This design comes from an exercise in tuning for small area and a short achievable clock period on the open sky130 flow, not from production work. In this exercise RTL edits were held to simulation tests only and were not proved equivalent to the original. Power figures rest on the tool's default switching activity, not on a simulated workload.

==> flow/design.v (excerpt) <==
module cam_pixel_labeler (
    input  logic        clk,
    input  logic        reset,
    input  logic        href,
    input  logic        vsync,
    input  logic [ 7:0] ov7670_data,
    output logic        we,
    output logic [16:0] wAddr,
    output logic [ 2:0] label_data,
    output logic        camera_dp_en,
    output logic        v_finish_camera,
    output logic [ 9:0] x_pixel_camera,
    output logic [ 9:0] y_pixel_camera
);
Size: ~260 cells after synthesis, roughly 55 I/O pins, roughly 2000 um^2 of cells after synthesis.
==> flow/config.mk <==
export PLATFORM = sky130hd
export DESIGN_NAME = cam_pixel_labeler
export DESIGN_NICKNAME = cam_pixel_labeler
export VERILOG_FILES = /design/flow/design.v
export SDC_FILE = /design/flow/constraint.sdc
export NUM_CORES = 4
export LEC_CHECK = 0
export CAP_MARGIN = 20
export CORE_MARGIN = 2
export CORE_UTILIZATION = 40
export SLEW_MARGIN = 20
==> flow/constraint.sdc <==
create_clock -name core_clock -period 150.0 [get_ports {clk}]
set_input_delay 30.0000 -clock core_clock [delete_from_list [all_inputs] [get_ports {clk}]]
set_output_delay 30.0000 -clock core_clock [all_outputs]
set_load 0.01 [all_outputs]
standard.sh (not shown) runs the stock make flow with config.mk's settings and CLKGATE_MAP_FILE= SYNTH_SCRIPT=/design/flow/synth_recipe.tcl, a recipe that flattens the netlist after the stock synthesis.
==> flow/flow/run.sh <==
#!/bin/bash
# Layout flow: the standard synthesis, then the combinational logic between the
# registers is re-synthesised for area with ABC (registers, their names and cell types
# untouched, equivalence checked), then the standard layout from that netlist, with
# the port buffers made from the smallest buffer cell and a small clock tree.
set -euo pipefail
WORK=$PWD
FLOW=$WORK/flow
RES=$WORK/orfs/results/$FLOW_PLATFORM/cam_pixel_labeler/base
YOSYS=$(command -v yosys || echo "$FLOW_HOME/../tools/install/yosys/bin/yosys")
export LIBERTY=$FLOW_HOME/platforms/sky130hd/lib/sky130_fd_sc_hd__tt_025C_1v80.lib
export FLOWDIR=$FLOW

bash standard.sh synth > 1_standard_synth.log 2>&1
cp "$RES/1_2_yosys.v" std_synth.v

NET=std_synth.v
if "$YOSYS" -c "$FLOW/reopt.tcl" > 2_reopt.log 2>&1 && [[ -s reopt.v ]]; then
  if "$YOSYS" -c "$FLOW/equiv.tcl" > 3_equiv.log 2>&1; then
    NET=reopt.v
  fi
fi
echo "netlist used: $NET" > netlist_choice.txt

bash standard.sh clean_synth > 4_clean_synth.log 2>&1
bash standard.sh "SYNTH_NETLIST_FILES=$WORK/$NET" \
  "BUFFER_PORTS_ARGS=-buffer_cell sky130_fd_sc_hd__buf_1" \
  "CTS_ARGS=-sink_clustering_enable -repair_clock_nets -dont_use_dummy_load -buf_list sky130_fd_sc_hd__clkbuf_4 -root_buf sky130_fd_sc_hd__clkbuf_4" \
  finish > 5_layout.log 2>&1
==> flow/flow/reopt.tcl <==
yosys -import
set lib $::env(LIBERTY)
set flow $::env(FLOWDIR)
read_liberty -ignore_miss_func $lib
read_verilog std_synth.v
hierarchy -top cam_pixel_labeler
# registers and tie cells stay as they are; everything else becomes plain gates
setattr -mod -set keep_hierarchy 1 sky130_fd_sc_hd__df*
setattr -mod -set keep_hierarchy 1 sky130_fd_sc_hd__conb_1
# full-adder cells from the adder mapping are kept too
setattr -mod -set keep_hierarchy 1 sky130_fd_sc_hd__fa_*
flatten
opt_clean
abc -script $flow/area.abc -liberty $lib -dont_use sky130_fd_sc_hd__lpflow_bleeder_1 -dont_use sky130_fd_sc_hd__lpflow_clkbufkapwr_1 -dont_use sky130_fd_sc_hd__lpflow_clkbufkapwr_16 -dont_use sky130_fd_sc_hd__lpflow_clkbufkapwr_2 -dont_use sky130_fd_sc_hd__lpflow_clkbufkapwr_4 -dont_use sky130_fd_sc_hd__lpflow_clkbufkapwr_8 -dont_use sky130_fd_sc_hd__lpflow_clkinvkapwr_1 -dont_use sky130_fd_sc_hd__lpflow_clkinvkapwr_16 -dont_use sky130_fd_sc_hd__lpflow_clkinvkapwr_2 -dont_use sky130_fd_sc_hd__lpflow_clkinvkapwr_4 -dont_use sky130_fd_sc_hd__lpflow_clkinvkapwr_8 -dont_use sky130_fd_sc_hd__lpflow_decapkapwr_12 -dont_use sky130_fd_sc_hd__lpflow_decapkapwr_3 -dont_use sky130_fd_sc_hd__lpflow_decapkapwr_4 -dont_use sky130_fd_sc_hd__lpflow_decapkapwr_6 -dont_use sky130_fd_sc_hd__lpflow_decapkapwr_8 -dont_use sky130_fd_sc_hd__lpflow_inputiso0n_1 -dont_use sky130_fd_sc_hd__lpflow_inputiso0p_1 -dont_use sky130_fd_sc_hd__lpflow_inputiso1n_1 -dont_use sky130_fd_sc_hd__lpflow_inputiso1p_1 -dont_use sky130_fd_sc_hd__lpflow_inputisolatch_1 -dont_use sky130_fd_sc_hd__lpflow_isobufsrc_1 -dont_use sky130_fd_sc_hd__lpflow_isobufsrc_16 -dont_use sky130_fd_sc_hd__lpflow_isobufsrc_2 -dont_use sky130_fd_sc_hd__lpflow_isobufsrc_4 -dont_use sky130_fd_sc_hd__lpflow_isobufsrc_8 -dont_use sky130_fd_sc_hd__lpflow_isobufsrckapwr_16 -dont_use sky130_fd_sc_hd__lpflow_lsbuf_lh_hl_isowell_tap_1 -dont_use sky130_fd_sc_hd__lpflow_lsbuf_lh_hl_isowell_tap_2 -dont_use sky130_fd_sc_hd__lpflow_lsbuf_lh_hl_isowell_tap_4 -dont_use sky130_fd_sc_hd__lpflow_lsbuf_lh_isowell_4 -dont_use sky130_fd_sc_hd__lpflow_lsbuf_lh_isowell_tap_1 -dont_use sky130_fd_sc_hd__lpflow_lsbuf_lh_isowell_tap_2 -dont_use sky130_fd_sc_hd__lpflow_lsbuf_lh_isowell_tap_4 -dont_use sky130_fd_sc_hd__probe_p_8 -dont_use sky130_fd_sc_hd__probec_p_8 
opt_clean -purge
hilomap -singleton -hicell sky130_fd_sc_hd__conb_1 HI -locell sky130_fd_sc_hd__conb_1 LO
select cam_pixel_labeler
write_verilog -noattr -selected reopt.v
Other scripts of this flow, unchanged in this note and not shown: flow/flow/area.abc, flow/flow/equiv.tcl
The first run passed the timing, DRC and antenna checks.
Then changed:
==> flow/flow/fastfa.v (new file) <==
// Full-adder cells of the address adder, rebuilt from two-input gates so that the
// carry ripples through two nand2 gates per bit instead of a full-adder cell.
(* techmap_celltype = "sky130_fd_sc_hd__fa_1" *)
module fast_fa (A, B, CIN, COUT, SUM);
  input A, B, CIN;
  output COUT, SUM;
  wire p, g_n, t_n;
  sky130_fd_sc_hd__xor2_1  x_p (.A(A), .B(B), .X(p));
  sky130_fd_sc_hd__nand2_1 n_g (.A(A), .B(B), .Y(g_n));
  sky130_fd_sc_hd__nand2_1 n_t (.A(p), .B(CIN), .Y(t_n));
  sky130_fd_sc_hd__nand2_1 n_c (.A(g_n), .B(t_n), .Y(COUT));
  sky130_fd_sc_hd__xor2_1  x_s (.A(p), .B(CIN), .X(SUM));
endmodule
--- a/flow/flow/reopt.tcl
+++ b/flow/flow/reopt.tcl
@@ -13,4 +13,6 @@
 opt_clean
 abc -script $flow/area.abc -liberty $lib -dont_use sky130_fd_sc_hd__lpflow_bleeder_1 -dont_use sky130_fd_sc_hd__lpflow_clkbufkapwr_1 -dont_use sky130_fd_sc_hd__lpflow_clkbufkapwr_16 -dont_use sky130_fd_sc_hd__lpflow_clkbufkapwr_2 -dont_use sky130_fd_sc_hd__lpflow_clkbufkapwr_4 -dont_use sky130_fd_sc_hd__lpflow_clkbufkapwr_8 -dont_use sky130_fd_sc_hd__lpflow_clkinvkapwr_1 -dont_use sky130_fd_sc_hd__lpflow_clkinvkapwr_16 -dont_use sky130_fd_sc_hd__lpflow_clkinvkapwr_2 -dont_use sky130_fd_sc_hd__lpflow_clkinvkapwr_4 -dont_use sky130_fd_sc_hd__lpflow_clkinvkapwr_8 -dont_use sky130_fd_sc_hd__lpflow_decapkapwr_12 -dont_use sky130_fd_sc_hd__lpflow_decapkapwr_3 -dont_use sky130_fd_sc_hd__lpflow_decapkapwr_4 -dont_use sky130_fd_sc_hd__lpflow_decapkapwr_6 -dont_use sky130_fd_sc_hd__lpflow_decapkapwr_8 -dont_use sky130_fd_sc_hd__lpflow_inputiso0n_1 -dont_use sky130_fd_sc_hd__lpflow_inputiso0p_1 -dont_use sky130_fd_sc_hd__lpflow_inputiso1n_1 -dont_use sky130_fd_sc_hd__lpflow_inputiso1p_1 -dont_use sky130_fd_sc_hd__lpflow_inputisolatch_1 -dont_use sky130_fd_sc_hd__lpflow_isobufsrc_1 -dont_use sky130_fd_sc_hd__lpflow_isobufsrc_16 -dont_use sky130_fd_sc_hd__lpflow_isobufsrc_2 -dont_use sky130_fd_sc_hd__lpflow_isobufsrc_4 -dont_use sky130_fd_sc_hd__lpflow_isobufsrc_8 -dont_use sky130_fd_sc_hd__lpflow_isobufsrckapwr_16 -dont_use sky130_fd_sc_hd__lpflow_lsbuf_lh_hl_isowell_tap_1 -dont_use sky130_fd_sc_hd__lpflow_lsbuf_lh_hl_isowell_tap_2 -dont_use sky130_fd_sc_hd__lpflow_lsbuf_lh_hl_isowell_tap_4 -dont_use sky130_fd_sc_hd__lpflow_lsbuf_lh_isowell_4 -dont_use sky130_fd_sc_hd__lpflow_lsbuf_lh_isowell_tap_1 -dont_use sky130_fd_sc_hd__lpflow_lsbuf_lh_isowell_tap_2 -dont_use sky130_fd_sc_hd__lpflow_lsbuf_lh_isowell_tap_4 -dont_use sky130_fd_sc_hd__probe_p_8 -dont_use sky130_fd_sc_hd__probec_p_8 
+# the kept full adders become a faster gate form
+techmap -map $flow/fastfa.v t:sky130_fd_sc_hd__fa_1
 opt_clean -purge
 hilomap -singleton -hicell sky130_fd_sc_hd__conb_1 HI -locell sky130_fd_sc_hd__conb_1 LO
=>
- The changed run passed the timing, DRC and antenna checks
- wire length goes up by 1.9%
- first-iteration DRC count goes up by 3.5%
- sequential cell count does not change
- via count goes up by 6.6%
- power stays flat
- cell area goes up by 3.5%
- maximum frequency goes up by 4.5%
- critical path depth goes up by 10
- register-to-register slack degrades by 0.03 ns

==> separate check: timing with driven ports <==
How much do the figures lean on ideal ports? The routed layouts below were timed once more, with nothing changed but the port constraints.
Step 1: set_driving_cell puts a clkbuf_16 on clk and a buf_2 on each other input, an assumption about the parent block.
Step 2 adds t to the input delays and takes it off the output delays; t is the mean of the earliest and latest rising clock arrival at the registers after step 1. Input paths then give back, and output paths get back, about the clock's delay inside the block.
a / b / c = ideal ports / drivers / drivers and shift; a / b = the first two.
run	t, ns	slack for setup (ns)	latest minus earliest clock arrival (ns)	worst register clock-pin slew, ns	cell pins on the clock port's net
the first run	0.345	115.286 / 115.260 / 115.605	0.010 / 0.010	0.10 / 0.10	1
the second run	0.346	116.776 / 116.750 / 117.095	0.033 / 0.033	0.11 / 0.11	1
After both steps setup and hold are still met in every run listed.
